What follows belongs to an exercise in optimizing a design on an open flow for small area, a short achievable clock period and few clock cycles; a production flow would make more cautious choices. Where RTL was checked, it was by simulation tests only, not by an equivalence proof against the original. Function not checked in runs 1 to 3: the RTL went through the layout flow alone. Power and IR drop assume default switching activity.

## design/flow/config.mk

```make
export PLATFORM = sky130hd
export DESIGN_NAME = pipelinedPS
export DESIGN_NICKNAME = pipelinedPS
export VERILOG_FILES = /design/flow/design.v
export SDC_FILE = /design/flow/constraint.sdc
export NUM_CORES = 4
export LEC_CHECK = 0
export CAP_MARGIN = 20
export CORE_MARGIN = 2
export CORE_UTILIZATION = 40
export SETUP_SLACK_MARGIN = 3.5
export SLEW_MARGIN = 20
```

## design/flow/run.sh

```bash
#!/bin/bash
# synth_recipe.tcl (not shown) runs the flow's synth.tcl, then flattens the netlist and writes it again
# the make line also repeats each setting of config.mk as NAME=value (left out here)
make -C /OpenROAD-flow-scripts/flow DESIGN_CONFIG=/design/flow/config.mk WORK_HOME=/design/flow/orfs CLKGATE_MAP_FILE= SYNTH_SCRIPT=/design/flow/synth_recipe.tcl finish
```

## design/flow/design.v

```verilog
module pipelinedPS#(parameter OP_WIDTH  = 4,
                    parameter CV_WIDTH  = 10,
                    parameter HZ_CV_WIDTH  = 10,
                    parameter STATES_WIDTH  = 15,
                    parameter ADDR_WIDTH  = 8,
                    parameter DATA_WIDTH  = 16,
                    parameter REG_WIDTH   = 4,
                    parameter IMM8_WIDTH  = 8,
                    parameter REG_NUM     = 16)
       (
           input  clk,
           input  rst,
           input  start,
           output reg stop_o,
           input   [DATA_WIDTH-1:0]  im_r_data,
           output  [ADDR_WIDTH-1:0]  im_addr,
           output  [ADDR_WIDTH-1:0] dm_addr,
           output  dm_wr,
           input  [DATA_WIDTH-1:0] dm_r_data,
           output [DATA_WIDTH-1:0] dm_w_data
       );
reg  [7:0]  pc;         
reg         run;
reg         vE;
reg         weE, lwE, swE, jmpzE, jumpE;
reg  [1:0]  aluE;       
reg  [3:0]  rdE;
reg  [7:0]  immE;
reg  [15:0] aE, bE;
reg         gapE;       
reg         dsE;        
reg         weW;
reg  [3:0]  rdW;
reg  [15:0] valW;
reg  [15:0] rf [0:15];
wire [15:0] ins = im_r_data;
wire [3:0]  op  = ins[15:12];
wire [3:0]  rs  = ins[11:8];
wire [3:0]  rt  = ins[7:4];
wire [3:0]  rd  = ins[3:0];
wire vF = run | start;
wire f_lw    = (op == 4'b0000);
wire f_sw    = (op == 4'b0001);
wire f_add   = (op == 4'b0010);
wire f_mov   = (op == 4'b0011);
wire f_sub   = (op == 4'b0100);
wire f_jmpz  = (op == 4'b0101);
wire f_jump  = (op == 4'b0110);
wire f_stop  = (op == 4'b0111);
wire f_addf  = (op == 4'b1000);
wire f_multf = (op == 4'b1001);
wire f_slt   = (op == 4'b1010);
wire f_nop   = (op == 4'b1111);
wire f_we    = f_lw | f_add | f_mov | f_sub | f_addf | f_multf | f_slt;
wire f_rtype = f_add | f_sub | f_multf | f_nop | f_stop | f_jmpz | f_slt;
wire [3:0] f_rd = (f_lw | f_mov) ? rs : rd;
wire [1:0] f_alu = f_sub ? 2'd1 : f_slt ? 2'd2 : f_mov ? 2'd3 : 2'd0;
wire        inv  = aluE[0] | aluE[1];
wire [16:0] sum  = {1'b0, aE} + {1'b0, bE ^ {16{inv}}} + {16'd0, inv};
wire        ltu  = ~sum[16];
wire [15:0] aluout = (aluE == 2'd3) ? {{8{immE[7]}}, immE} :
                     (aluE == 2'd2) ? {15'd0, ltu} : sum[15:0];
wire e_skip = vE & jmpzE & (aE == 16'd0);    
wire e_jump = vE & jumpE & ~(f_lw & (rs == 4'd0));
wire gapF = (vE & lwE & f_rtype & ((rs == rdE) | (rt == rdE))) | (vE & dsE);
wire e_fwd_g = lwE & ~(f_addf & ~gapF);
wire [15:0] resE = e_fwd_g ? dm_r_data : aluout;
wire useW_lw = gapE | gapF;
wire hitE_a = vE & weE & (rdE == rs);
wire hitE_b = vE & weE & (rdE == rt);
wire hitW_a = weW & (rdW == rs);
wire hitW_b = weW & (rdW == rt);
wire [15:0] sel_a = 16'd1 << rs;
wire [15:0] sel_b = 16'd1 << rt;
reg  [15:0] rf_a, rf_b;
integer j;
always @(*) begin
    rf_a = 16'd0;
    rf_b = 16'd0;
    for (j = 0; j < 16; j = j + 1) begin
        rf_a = rf_a | (rf[j] & {16{sel_a[j]}});
        rf_b = rf_b | (rf[j] & {16{sel_b[j]}});
    end
end
reg [15:0] a_n, b_n;
always @(*) begin
    if (f_lw) begin
        a_n = (hitW_a & useW_lw) ? valW : rf_a;
        b_n = (hitW_b & useW_lw) ? valW : rf_b;
    end else begin
        a_n = hitE_a ? resE : hitW_a ? valW : rf_a;
        b_n = hitE_b ? resE : hitW_b ? valW : rf_b;
    end
end
assign im_addr = pc;
always @(posedge clk) begin
    if (rst) begin
        pc <= 8'd1;
        run <= 1'b0;
        stop_o <= 1'b0;
        vE <= 1'b0;
        weW <= 1'b0;
    end else begin
        if (vF)
            pc <= e_jump ? immE : pc + 8'd1;
        run <= vF & ~(f_stop & ~e_skip);
        stop_o <= vF & f_stop & ~e_skip;
        vE <= vF & ~e_skip;
        weW <= vE & weE;
    end
end
always @(posedge clk) begin
    weE   <= f_we;
    lwE   <= f_lw;
    swE   <= f_sw;
    jmpzE <= f_jmpz;
    jumpE <= f_jump;
    aluE  <= f_alu;
    rdE   <= f_rd;
    immE  <= ins[7:0];
    aE    <= a_n;
    bE    <= b_n;
    gapE  <= gapF;
    dsE   <= vE & jumpE;
    rdW   <= rdE;
    valW  <= lwE ? dm_r_data : aluout;
end
always @(posedge clk) begin: rf_write
    integer i;
    for (i = 0; i < 16; i = i + 1)
        if (rst)
            rf[i] <= 16'd0;
        else if (weW && rdW == i)
            rf[i] <= valW;
end
assign dm_addr   = immE;
assign dm_wr     = vE & swE;
assign dm_w_data = aE;
endmodule
```

## design/flow/constraint.sdc

```tcl
create_clock -name core_clock -period 6.0 [get_ports {clk}]
set_input_delay 1.2000 -clock core_clock [delete_from_list [all_inputs] [get_ports {clk}]]
set_output_delay 1.2000 -clock core_clock [all_outputs]
set_load 0.01 [all_outputs]
```

==> out/results.ini, run 1 <==
[timing]
slew_violations = 0
rsz0062_at_grt = yes
worst_pin_slew_ns = 1.23
period_share_pct = 49.4
relSlewSlack_pct = 17.9
setup_violations = 0
hold_viol = 0
setup_tns_ns = 0
setup_slack_ns = 3.03
max_freq_mhz = 337
min_period_ns = 2.97
fin_worst_skew_ns = 0.0217

[placed_design]
dp_worst_setup_slack_ns = 1.28
gp_congestion = 1.00
dpl_cell_area_mm2 = 0.0188
io_buffers = 68
dp_hpwl_um = 54500

[logic_synthesis]
syn_avg_cell_area_um2 = 7.75
synth_xor_xnor_area_share_pct = 2.01
synth_compound_area_share_pct = 26.6
yosysWarnings = 2
netlist_area_mm2 = 0.0174
synth_fp_nets = 2298
synth_cells = 2246
async_reset_ff_share_pct = 0
synth.distinct_cells = 84
synth_top_flop_cell = dfxtp_1
yosys.area_share.simple_pct = 23.1
yosys_register_bits = 341
synth_edf_count = 0
yosysSeqAreaShare_pct = 39.2
yosys.area_share.adder_pct = 1.27
synth_top_family_by_area = compound AO/OA/AOI/OAI gates
synthMuxAreaShare_pct = 2.68

[routing]
drt-initial-drc-count = 2510
wl_per_cell_um = 29.2
via_count = 18758
route.detailed.drc = 0
vias_per_cell = 6.38
antenna_left = 0
drt_first_pass_iters = 6
finalWirelength_um = 85800

[global_routing]
grt_pass1_wl_um = 122000
grt_pass1_vias = 17700
overflow = 0
antenna_found_initial = 1
track_usage_pct = 37.4
grt_max_degree = 138

[layout]
design_area_mm2 = 0.0223
final_nets = 2387
fill_cells = 4060
antennaDiodeCount = 0
area_delta_synth_final_pct = 27.9
fin_util_pct = 51.8
drive_gt1_share_pct = 19.7

[cts]
cts_tree = built
cts_buffer_depth = 3
numCtsBuffers = 40
clock_latency_ns = 0.58
h-tree-depth = 2
cts_root_buffer = clkbuf_16
clk_pin_slew_ns = 0.06
cts_sinks = 341

[power_and_ir_drop]
p_leak_nw = 7.90
power_density_mw_per_mm2 = 244
peakVddDrop_mv = 0.168

[setup_path]
worst_setup_path_start_kind = register
crit_required_ns = 6.46
crit_path_max_fanout = 5
end_kind = register
arrival_ns = 3.43
worst-setup-path-type = register to register

[floorplanning]
io_pins = 69
die_area_mm2 = 0.0452
die_h_um = 213
fp.dieW_um = 213
start_util_pct = 40.5
coreArea_mm2 = 0.0430
rows = 76

[hold_path]
worst_hold_path_type = register to register

[job]
maxCapViolations = 0

[status]
status = no timing/DRC/antenna violations

[path summary, 6_finish.rpt]
path,startpoint,endpoint,slack (ns),cells past startpoint
setup / recovery,aluE[1],aE[12],3.03,12
hold / removal,rdE[0],rdW[0],0.43,0
hold reg to reg,rdE[0],rdW[0],0.43,0
setup reg to reg,aluE[1],aE[12],3.03,12
[sequential cells by signal (all words and copies together) (netlist names), 2 cells and up]
signal / count
aE: 16
aluE: 2
bE: 16
immE: 8
pc: 8
rdE: 4
rdW: 4
rf: 256
valW: 16
[per-layer routing]
layer  up-vias  GRT usage, %  part of all wire (%)
met1      8894          46.4                    38
met3       351          10.2                    11
li1       8248             -                     -
met4         2          22.4                   6.3
met2      1263          58.0                    44
met5         -             0                 0.021
[timing repair]
item / 4_1_cts / 5_1_grt
pin swaps: 75 / 66
resized for setup: 270 / 81
hold buffers: 0 / 0
gates cloned: 9 / 2
setup buffers: 80 / 22
endpoints found under the setup margin: 96 / 88
[cell families after synthesis]
group           after synthesis
buf+inv                     220
xor+xnor                     39
flops                       341
simple gates                893
fa+ha+maj                    17
mux                          44
compound gates              692
[worst max-delay path: stages (launching register included)]
cell and delay [ns]:
dfxtp_4 0.38, nor2_4 0.04, buf_6 0.12, buf_16 0.13, xnor2_2 0.13, ha_1 0.31, a21o_4 0.24, and2_4 0.16
o21a_4 0.23, o221a_4 0.26, o21a_1 0.19, o311a_1 0.39, o311ai_2 0.27
[cells in the mapped netlist, drive strengths merged, types with 8 or more instances]
cell type	instances	area (µm²)
a211oi	17	128
a21oi	313	1590
a221o	9	90.1
a221oi	49	429
a222oi	20	200
a22o	51	447
a22oi	104	781
a31oi	12	75.1
a32oi	9	78.8
and3	17	106
and4	8	70.1
and4b	8	80.1
buf	45	233
clkbuf	151	568
dfxtp	341	6830
ha	16	200
inv	23	86.3
mux2	18	206
mux2i	26	260
nand2	599	2250
nand3	42	210
nand4	19	119
nor2	88	330
nor2b	12	75.1
nor3	31	171
nor3b	8	60.1
nor4	10	83.8
nor4b	8	120
o211ai	8	60.1
o21a	10	75.1
o21ai	34	170
o31ai	8	60.1
or2	8	50.1
xnor2	29	254
xor2	10	95.1
[stage by stage]
| stage | std cells | total power [mW] | hold WS, ns |
|---|---|---|---|
| final | 2941 | 5.44 | 0.432 |
| after global routing | 2941 | 5.57 | 0.444 |
| after CTS | 2917 | 5.38 | 0.431 |
| after detailed placement | 2765 | 2.96 | 0.402 |
| after global placement | 2761 | 2.96 | 0.398 |
| after floorplan | 2246 | 2.76 | 0.375 |
[power by group]
part | internal (mW) | total, mW | switching, mW | leakage (nW)
sequential | 2.31 | 2.48 | 0.171 | 2.77
combinational | 0.272 | 0.622 | 0.350 | 4.52
clock | 1.34 | 2.34 | 0.995 | 0.609
[area by class of cell]
| type | instances | area, µm² | area share, % |
|---|---|---|---|
| multi-input cells | 1686 | 10800 | 48.4 |
| flip-flops and latches | 341 | 6860 | 30.8 |
| clock buffers | 53 | 1160 | 5.22 |
| well taps | 585 | 732 | 3.29 |
| clock inverters | 10 | 52.6 | 0.236 |
| inverters | 24 | 92.6 | 0.416 |
| repair buffers | 242 | 2580 | 11.6 |
[cell usage in the layout (no fill, tap or decap), types with 33 or more instances in the layout]
master	n
dfxtp_1	317
a21oi_1	303
nand2_1	592
dlygate4sd2_1	33
a22oi_1	102
a221oi_1	44
nor2_1	82
buf_4	113
a22o_1	51
clkbuf_16	42
nand3_1	38
==> inputs of run 2 (changes only) <==
--- a/design/flow/config.mk
+++ b/design/flow/config.mk
@@ -10,3 +10,3 @@
 export CORE_UTILIZATION = 40
-export SETUP_SLACK_MARGIN = 3.5
+export SETUP_SLACK_MARGIN = 3.0
 export SLEW_MARGIN = 20
==> run 2 against run 1 <==
Effect of this change: still clean; core utilization fell by 3.0 points; clock-buffer cell count is 1 higher; clock power is 9.0% higher; sequential share of layout area is 1.8 points higher; synthesized area unchanged.
==> out/results.ini, run 2 <==
[status]
status = no timing/DRC/antenna violations

[placed_design]
dp_hpwl_um = 54500  ; about the same
io_buffers = 68  ; unchanged
dp_cells = 2771  ; +0.22%
gp_congestion = 1.03  ; +3.4%
dp_worst_setup_slack_ns = 1.34  ; +0.0575 ns

[setup_path]
crit_path_top_delay_cell = a221oi_1
crit_required_ns = 6.46  ; about the same
crit_path_max_fanout = 33  ; +28
crit_chain = buf_6 > and4bb_2 > a22oi_1 > nand2_1 > a221oi_1 > a21oi_1 > a221o_1
reg2reg_depth = 14  ; +2
worst-setup-path-type = primary input to register
arrival_ns = 3.53  ; +0.10 ns
worst_setup_path_start_kind = primary input
slowest_delay_ns = 0.67  ; +0.28 ns
end_kind = register

[logic_synthesis]
yosys_register_bits = 341  ; unchanged
synth_cells = 2246  ; unchanged
syn_avg_cell_area_um2 = 7.75  ; unchanged
synth_fp_nets = 2298  ; unchanged
synth_top_area_share_pct = 39.2  ; unchanged
async_reset_ff_share_pct = 0  ; unchanged
synth_top_area_cell = dfxtp_1
synth.distinct_cells = 84  ; unchanged
synth_edf_count = 0  ; unchanged
yosysWarnings = 2  ; unchanged
yosys-top-cells-area = dfxtp_1 (39%), nand2_1 (13%), a21oi_1 (8.9%)
synthMostInstantiatedCell = nand2_1
ys_top_cells_by_count = nand2_1 (599), dfxtp_1 (341), a21oi_1 (311)
synth_top_flop_cell = dfxtp_1
netlist_area_mm2 = 0.0174  ; unchanged
yosysSeqAreaShare_pct = 39.2  ; unchanged

[cts]
postCtsHoldBufs = 0  ; unchanged
numCtsBuffers = 39  ; -2.5%
cts_tree = built
clock_latency_ns = 0.58  ; about the same
clk_pin_slew_ns = 0.06  ; about the same
cts_buffer_depth = 3  ; unchanged
cts_root_buffer = clkbuf_16
h-tree-depth = 2  ; unchanged
cts_sinks = 341  ; unchanged

[timing]
max_freq_mhz = 326  ; -3.2%
setup_violations = 0  ; unchanged
setup_slack_ns = 2.93  ; -0.0986 ns
hold_viol = 0  ; unchanged
fin_worst_skew_ns = 0.0166  ; -0.00515 ns
slew_violations = 0  ; unchanged
rsz0062_at_grt = yes
min_period_ns = 3.07  ; +0.0986 ns
setup_tns_ns = 0  ; unchanged
worst_pin_slew_ns = 1.23  ; +0.00201 ns
relSlewSlack_pct = 17.8  ; -0.13 points
period_share_pct = 51.1  ; +1.6 points

[floorplanning]
fp.dieW_um = 213  ; unchanged
rows = 76  ; unchanged
start_util_pct = 40.5  ; unchanged
die_area_mm2 = 0.0452  ; unchanged
die_h_um = 213  ; unchanged
io_pins = 69  ; unchanged
coreArea_mm2 = 0.0430  ; unchanged

[global_routing]
grt_max_degree = 152  ; +10%
antenna_found_initial = 3  ; +2
grt_pass1_wl_um = 119000  ; -2.5%
grt_pass1_vias = 17307  ; -2.2%
track_usage_pct = 36.3  ; -1.1 points
overflow = 0  ; unchanged

[layout]
fill_cells = 4212  ; +3.7%
area_delta_synth_final_pct = 20.5
final_nets = 2325  ; -2.6%
mostFrequentLayoutCell = nand2_1
drive_gt1_share_pct = 14.3  ; -5.4 points
largest-register = rf
fin_util_pct = 48.8  ; -3.0 points
antennaDiodeCount = 0  ; unchanged
most-common-layout-cells = nand2_1 (596), dfxtp_1 (338), a21oi_1 (306)
stdcell_count = 2887  ; -1.8%
largest_reg_flops = 256  ; unchanged

[power_and_ir_drop]
power_density_mw_per_mm2 = 265  ; +8.5%
peakVddDrop_mv = 0.168  ; +0.12%
p_leak_nw = 7.18  ; -9.0%

[routing]
antenna_left = 0  ; unchanged
drt-initial-drc-count = 2841  ; +13%
wl_per_cell_um = 28.8  ; -1.4%
finalWirelength_um = 83100  ; -3.2%
vias_per_cell = 6.40  ; +0.40%
drt_first_pass_iters = 8  ; +2
via_count = 18487  ; -1.4%
route.detailed.drc = 0  ; unchanged

[job]
maxCapViolations = 0  ; unchanged

[hold_path]
worst_hold_path_type = register to register
worstHoldPathCells = 0  ; unchanged

==> run 2: cell counts after synthesis <==
No cell type changed its count.
==> run 2: stage by stage <==
stage / hold WS (ns) / instance area [µm²] / power [mW]
finish: 0.407 / 21000 / 5.56
global route: 0.420 / 21000 / 5.70
CTS: 0.403 / 20700 / 5.54
detailed placement: 0.394 / 18700 / 2.96
global placement: 0.387 / 18700 / 2.96
floorplan: 0.375 / 17500 / 2.75
==> run 2: logic make-up after synthesis <==
kind of cell	Yosys count	synth area share, %
flops	341	39.2
xor+xnor	39	2.01
fa+ha+maj	17	1.27
buf+inv	220	5.12
mux	44	2.68
compound gates	692	26.6
simple gates	893	23.1
==> run 2: layout make-up <==
class	count	area, µm²	share of cell area [%]
clock buffer	54	1130	5.41
clock inverter	16	219	1.04
inverter	24	90.1	0.430
multi-input combinational	1685	10300	49.2
sequential	341	6830	32.6
tap	585	732	3.49
timing repair buffer	182	1650	7.86
==> run 2: path summary, 6_finish.rpt <==
path                start  endpoint  slack, ns
max          im_r_data[5]     bE[7]       2.93
min                rdE[0]    rdW[0]       0.41
max reg2reg       aluE[1]     bE[7]       2.97
min reg2reg        rdE[0]    rdW[0]       0.41
==> run 2: power by group <==
part	leakage [nW]	total (mW)	switching, mW	internal, mW
clock	0.667	2.55	1.01	1.54
combinational	3.75	0.526	0.318	0.208
sequential	2.76	2.48	0.173	2.31
==> run 2: per-layer routing <==
metal / wire (µm) / vias up / GRT usage (%)
met5: 47 / - / 0
met4: 5690 / 6 / 23.1
met3: 9670 / 350 / 10.1
met2: 36200 / 1299 / 55.7
met1: 31500 / 8712 / 44.7
li1: - / 8120 / -
==> run 2: worst max-delay path: cells and delay by family <==
family | cells | cell delay (ns)
AOI/OAI and AO/OA | 4 | 1.39
buffers and inverters | 1 | 0.33
and+or+nand+nor | 2 | 0.58
==> run 2: repair_timing <==
action | in CTS | in global routing
pin swaps | 38 | 24
cloned | 2 | 0
setup buffers | 36 | 8
resized for setup | 95 | 43
endpoints found under the setup margin | 52 | 37
endpoints found under the hold margin | 0 | 0
==> inputs of run 3 (changes only) <==
--- a/design/flow/config.mk
+++ b/design/flow/config.mk
@@ -9,4 +9,4 @@
 export CORE_MARGIN = 2
-export CORE_UTILIZATION = 40
-export SETUP_SLACK_MARGIN = 3.0
+export CORE_UTILIZATION = 70
+export SETUP_SLACK_MARGIN = 3.2
 export SLEW_MARGIN = 20
==> run 3 against run 2 <==
Effect of this change: the run now fails in global routing (5_1_grt); synthesized cell count stayed put; synthesized area stayed put.
==> out/results.ini, run 3 <==
[logic_synthesis]
yosys-top-cells-area = dfxtp_1 (39%), nand2_1 (13%), a21oi_1 (8.9%)
synth_top_area_share_pct = 39.2  ; unchanged
netlist_area_mm2 = 0.0174  ; unchanged
synthMostInstantiatedCell = nand2_1
synth_top_area_cell = dfxtp_1
yosys_register_bits = 341  ; unchanged
synth_top_flop_cell = dfxtp_1
yosysSeqAreaShare_pct = 39.2  ; unchanged
async_reset_ff_share_pct = 0  ; unchanged
yosysWarnings = 2  ; unchanged
synth_edf_count = 0  ; unchanged
synth.distinct_cells = 84  ; unchanged
synth_fp_nets = 2298  ; unchanged
ys_top_cells_by_count = nand2_1 (599), dfxtp_1 (341), a21oi_1 (311)
synth_cells = 2246  ; unchanged
syn_avg_cell_area_um2 = 7.75  ; unchanged

[global_routing]
track_usage_pct = 83.4
grt_max_degree = 269
antenna_found_initial = 14
overflow = 115

[floorplanning]
die_h_um = 162  ; -24%
io_pins = 69  ; unchanged
start_util_pct = 71.3  ; +31 points
fp.dieW_um = 162  ; -24%
rows = 57  ; -25%

[placed_design]
io_buffers = 68  ; unchanged
gp_congestion = 1.13  ; +9.1%
dp_hpwl_um = 47500  ; -13%

[cts]
postCtsHoldBufs = 0  ; unchanged
cts_buffer_depth = 3  ; unchanged
cts_sinks = 341  ; unchanged
numCtsBuffers = 35  ; -10%
cts_root_buffer = clkbuf_16
h-tree-depth = 2  ; unchanged

[timing]
grt_worst_setup_endpoint = bE[14]$_DFF_P_/D
worstEpCategory = register data pin

[status]
stop_stage = global routing (5_1_grt)
error_line = [ERROR GRT-0232] Routing congestion too high. Check the congestion heatmap in the GUI.
status = stopped before the end

[run 3: cell counts after synthesis]
Identical to the previous run, type by type.
[run 3: cell families after synthesis]
| kind of cell | count (synthesis) | share of synthesized area (%) |
|---|---|---|
| AND/OR/NAND/NOR | 893 | 23.1 |
| adder cells (fa/ha/maj) | 17 | 1.27 |
| flip-flops | 341 | 39.2 |
| multiplexers | 44 | 2.68 |
| buffers and inverters | 220 | 5.12 |
| XOR/XNOR | 39 | 2.01 |
| AO/OA/AOI/OAI | 692 | 26.6 |
[run 3: metal layers]
layer	track usage, %	GRT overflow
met1	84.5	6
met4	81.0	58
met2	94.7	42
met3	73.4	8
met5	46.8	1
[run 3: power by group through the flow]
stage	Sequential, mW	Clock [mW]	Combinational, mW
2_1_floorplan	2.38	0	0.381
4_1_cts	2.46	2.22	0.508
3_5_place_dp	2.51	0	0.427
3_3_place_gp	2.51	0	0.415
[run 3: how the worst min path moves through the flow]
stage	start	cells after the start	slack, ns	endpoint
global placement	rdE[0]	0	0.39	rdW[0]
floorplan	rdE[0]	0	0.38	rdW[0]
CTS	rdE[0]	0	0.39	rdW[0]
detailed placement	rdE[0]	0	0.39	rdW[0]
[run 3: repair_timing]
item / 4_1_cts
gates cloned: 5
resized for setup: 145
endpoints found under the setup margin: 55
pin swaps: 46
buffers inserted: 56
[run 3: per-stage QoR]
| step | setup WS (ns) | hold WS (ns) | total power, mW | instances | cell area, µm² |
|---|---|---|---|---|---|
| after detailed placement | 1.33 | 0.391 | 2.94 | 2493 | 18300 |
| after CTS | 2.96 | 0.393 | 5.20 | 2614 | 20500 |
| after floorplan | 2.98 | 0.375 | 2.76 | 2246 | 17700 |
| after global placement | 1.35 | 0.385 | 2.93 | 2492 | 18300 |
==> inputs of run 4 (changes only) <==
--- a/design/flow/design.v
+++ b/design/flow/design.v
@@ -25,3 +25,4 @@
 reg         weE, lwE, swE, jmpzE, jumpE;
-reg  [1:0]  aluE;       
+reg         invE;       
+reg         sltE, movE;
 reg  [3:0]  rdE;
@@ -56,8 +57,6 @@
 wire [3:0] f_rd = (f_lw | f_mov) ? rs : rd;
-wire [1:0] f_alu = f_sub ? 2'd1 : f_slt ? 2'd2 : f_mov ? 2'd3 : 2'd0;
-wire        inv  = aluE[0] | aluE[1];
-wire [16:0] sum  = {1'b0, aE} + {1'b0, bE ^ {16{inv}}} + {16'd0, inv};
+wire [16:0] sum  = {1'b0, aE} + {1'b0, bE ^ {16{invE}}} + {16'd0, invE};
 wire        ltu  = ~sum[16];
-wire [15:0] aluout = (aluE == 2'd3) ? {{8{immE[7]}}, immE} :
-                     (aluE == 2'd2) ? {15'd0, ltu} : sum[15:0];
+wire [15:0] aluout = movE ? {{8{immE[7]}}, immE} :
+                     sltE ? {15'd0, ltu} : sum[15:0];
 wire e_skip = vE & jmpzE & (aE == 16'd0);    
@@ -84,12 +83,10 @@
 end
-reg [15:0] a_n, b_n;
-always @(*) begin
-    if (f_lw) begin
-        a_n = (hitW_a & useW_lw) ? valW : rf_a;
-        b_n = (hitW_b & useW_lw) ? valW : rf_b;
-    end else begin
-        a_n = hitE_a ? resE : hitW_a ? valW : rf_a;
-        b_n = hitE_b ? resE : hitW_b ? valW : rf_b;
-    end
-end
+wire ua_E = hitE_a & ~f_lw;
+wire ub_E = hitE_b & ~f_lw;
+wire ua_W = hitW_a & ~ua_E & (~f_lw | useW_lw);
+wire ub_W = hitW_b & ~ub_E & (~f_lw | useW_lw);
+wire ua_R = ~ua_E & ~ua_W;
+wire ub_R = ~ub_E & ~ub_W;
+wire [15:0] a_n = (resE & {16{ua_E}}) | (valW & {16{ua_W}}) | (rf_a & {16{ua_R}});
+wire [15:0] b_n = (resE & {16{ub_E}}) | (valW & {16{ub_W}}) | (rf_b & {16{ub_R}});
 assign im_addr = pc;
@@ -117,3 +114,5 @@
     jumpE <= f_jump;
-    aluE  <= f_alu;
+    invE  <= f_sub | f_slt;
+    sltE  <= f_slt;
+    movE  <= f_mov;
     rdE   <= f_rd;
--- a/design/flow/config.mk
+++ b/design/flow/config.mk
@@ -9,4 +9,4 @@
 export CORE_MARGIN = 2
-export CORE_UTILIZATION = 70
-export SETUP_SLACK_MARGIN = 3.2
+export CORE_UTILIZATION = 50
+export SETUP_SLACK_MARGIN = 3.0
 export SLEW_MARGIN = 20
==> run 4 against run 3 <==
Effect of this change: now clean on timing, DRC and antenna; synthesized cell count fell by 6.5%; synthesized area fell by 5.1%.
==> out/results.ini, run 4 <==
[power_and_ir_drop]
sw_frac_of_total_pct = 26.0
p_clk_share_pct = 47.3
power_density_mw_per_mm2 = 271
internal_power_mw = 3.85
seq_power_share_pct = 46.1
p_switching_mw = 1.35
p_leak_nw = 6.39
p_comb_share_pct = 6.5
peakVddDrop_mv = 0.235

[logic_synthesis]
synth_top_flop_cell = dfxtp_1
yosysWarnings = 2  ; unchanged
synthMostInstantiatedCell = nand2_1
async_reset_ff_share_pct = 0  ; unchanged
yosys-top-cells-area = dfxtp_1 (41%), nand2_1 (13%), a21oi_1 (9.1%)
ys_top_cells_by_count = nand2_1 (555), dfxtp_1 (342), a21oi_1 (300)
syn_avg_cell_area_um2 = 7.86  ; +1.5%
synth.distinct_cells = 63  ; -25%
synth_fp_nets = 2152  ; -6.4%
synth_top_area_cell = dfxtp_1
netlist_area_mm2 = 0.0165  ; -5.1%
yosysSeqAreaShare_pct = 41.5  ; +2.2 points
synth_cells = 2100  ; -6.5%
synth_top_area_share_pct = 41.5  ; +2.2 points
synth_edf_count = 0  ; unchanged
yosys_register_bits = 342  ; +0.29%

[timing]
holdWs_ns = 0.387
fin_worst_skew_ns = 0.0198
min_period_ns = 3.00
max_freq_mhz = 333
setup_slack_ns = 3.00
slew_violations = 0
rsz0062_at_grt = yes
hold_viol = 0
setup_violations = 0
setup_tns_ns = 0
worst_pin_slew_ns = 1.31
relSlewSlack_pct = 12.5
period_share_pct = 50.0

[layout]
mostFrequentLayoutCell = nand2_1
area_delta_synth_final_pct = 16.5
fin_util_pct = 59.1
most-common-layout-cells = nand2_1 (553), dfxtp_1 (341), a21oi_1 (298)
fill_cells = 3001
final_nets = 2162
design_area_mm2 = 0.0192
drive_gt1_share_pct = 10.9
largest_reg_flops = 256
largest-register = rf

[placed_design]
io_buffers = 68  ; unchanged
dp_worst_setup_slack_ns = 1.64  ; +0.310 ns
gp_congestion = 0.953  ; -16%
dp_hpwl_um = 45300  ; -4.6%
dpl_cell_area_mm2 = 0.0176  ; -3.9%

[global_routing]
gr-usage-met2_pct = 64.8
track_usage_pct = 42.8
antenna_found_initial = 1
overflow = 0
met3_usage_pct = 13.5
grt_max_degree = 111
grt_pass1_wl_um = 107000
grt_pass1_vias = 16006
grt-busiest-layer = met2
grtUsageMet1_pct = 53.2

[cts]
numCtsBuffers = 39  ; +11%
cts_sinks = 342  ; +0.29%
cts_root_buffer = clkbuf_16
cts_tree = built
clock_latency_ns = 0.55
clk_pin_slew_ns = 0.06
cts_buffer_depth = 3  ; unchanged
h-tree-depth = 2  ; unchanged

[setup_path]
crit_path_max_fanout = 10
worst-setup-path-type = primary input to register
arrival_ns = 3.48
slowest_delay_ns = 0.61
crit_required_ns = 6.48
crit_path_top_delay_cell = nor2_2
end_kind = register
worst_setup_path_start_kind = primary input
crit_chain = clkdlybuf4s15_2 > nand2b_1 > nor2_2 > buf_4 > a221oi_1 > a31oi_1 > a221o_1

[routing]
drt-initial-drc-count = 2509
route.detailed.drc = 0
antenna_left = 0
drt_first_pass_iters = 8
vias_per_cell = 6.79
wl_per_cell_um = 29.1
finalWirelength_um = 75300
via_count = 17551

[hold_path]
worst_hold_path_type = register to register

[job]
maxCapViolations = 0

[status]
status = no timing/DRC/antenna violations

[floorplanning]
fp.dieW_um = 186  ; +15%
coreArea_mm2 = 0.0325
die_area_mm2 = 0.0345
io_pins = 69  ; unchanged
die_h_um = 186  ; +15%
start_util_pct = 50.7  ; -21 points
rows = 66  ; +16%

==> run 4: layout make-up <==
cell class | count | area [µm²] | area share (%)
multi-input combinational | 1578 | 9220 | 48.0
sequential | 342 | 6850 | 35.6
timing repair buffer | 141 | 1260 | 6.54
clock buffer | 51 | 1110 | 5.78
tap | 442 | 553 | 2.88
clock inverter | 21 | 205 | 1.07
inverter | 8 | 30.0 | 0.156
antenna | 1 | 2.50 | 0.0130
==> run 4: what timing repair did <==
item | CTS | global route
hold buffers | 0 | 0
pin swaps | 3 | 1
gates cloned | 0 | 0
setup endpoints to repair | 44 | 30
setup buffers | 12 | 0
gates resized for setup | 55 | 19
==> run 4: power groups by stage <==
stage / registers [mW] / clock network (mW) / logic (mW)
3_5_place_dp: 2.45 / 0 / 0.310
4_1_cts: 2.40 / 2.47 / 0.324
6_report: 2.40 / 2.47 / 0.340
3_3_place_gp: 2.45 / 0 / 0.306
2_1_floorplan: 2.37 / 0 / 0.231
5_1_grt: 2.40 / 2.56 / 0.350
==> run 4: critical path: cells and delay by family <==
family          cells  cell delay (ns)
simple gates        2             0.87
buf+inv             2             0.72
compound gates      3             0.68
==> run 4: metal layers <==
metal,routed length (µm),share of wire (%),vias up
met4,5420,7.2,0
met2,32200,43,1393
met3,10400,14,388
met1,27300,36,8178
met5,0,0,-
li1,-,-,7592
==> run 4: kinds of logic (layout without fill, tap and decap cells) <==
logic type               Yosys count  in the layout  synth area share, %
buffers and inverters            180            221                 4.40
XOR/XNOR                          41             41                 2.18
other                              0              1                    0
AND/OR/NAND/NOR                  812            812                 21.3
AO/OA/AOI/OAI                    691            691                 28.1
adder cells (fa/ha/maj)           17             17                 1.33
multiplexers                      17             17                 1.15
flip-flops                       342            342                 41.5
==> run 4: through the flow <==
stage                     total power [mW]  cells
after global routing                  5.32   2583
after floorplan                       2.60   2100
final                                 5.21   2584
after global placement                2.75   2497
after CTS                             5.19   2583
after detailed placement              2.76   2499
==> run 4: final timing paths <==
path                     start  endpoint  slack, ns  cells past startpoint
setup reg to reg          invE    aE[13]       3.07                      9
setup / recovery  im_r_data[5]    bE[14]       3.00                      7
hold / removal          rdE[2]    rdW[2]       0.39                      0
hold reg to reg         rdE[2]    rdW[2]       0.39                      0
Testbench counts of run 4, summed over its fixed seeds: cycles 67,337.

-- afterwards: timing with drivers on the ports --
In the flow no input, the clock included, has a driving cell. The finished layouts below were timed again as built, in two steps. Step 1 (the two cells are an assumption about what drives the block):
set clk [get_ports {clk}]
set_driving_cell -lib_cell sky130_fd_sc_hd__clkbuf_16 $clk
set_driving_cell -lib_cell sky130_fd_sc_hd__buf_2 [delete_from_list [all_inputs] $clk]
Step 2 adds t to the input delays and takes it off the output delays; t is the mean of the earliest and latest rising clock arrival at the registers after step 1. Input paths then give back, and output paths get back, about the clock's delay inside the block. a / b / c = ideal ports / drivers / drivers and shift; a / b = the first two.
run	t (ns)	slack for setup (ns)	pins driven straight from the clock port
run 1	0.621	3.033 / 3.033 / 2.514	1
run 2	0.629	2.934 / 2.952 / 2.323	1
run 4	0.595	3.001 / 3.017 / 2.422	1
After both steps every run listed still meets setup and hold. The setup slack of run 2, which loses most, moves by +0.018 ns with the drivers and by -0.611 ns with both steps.
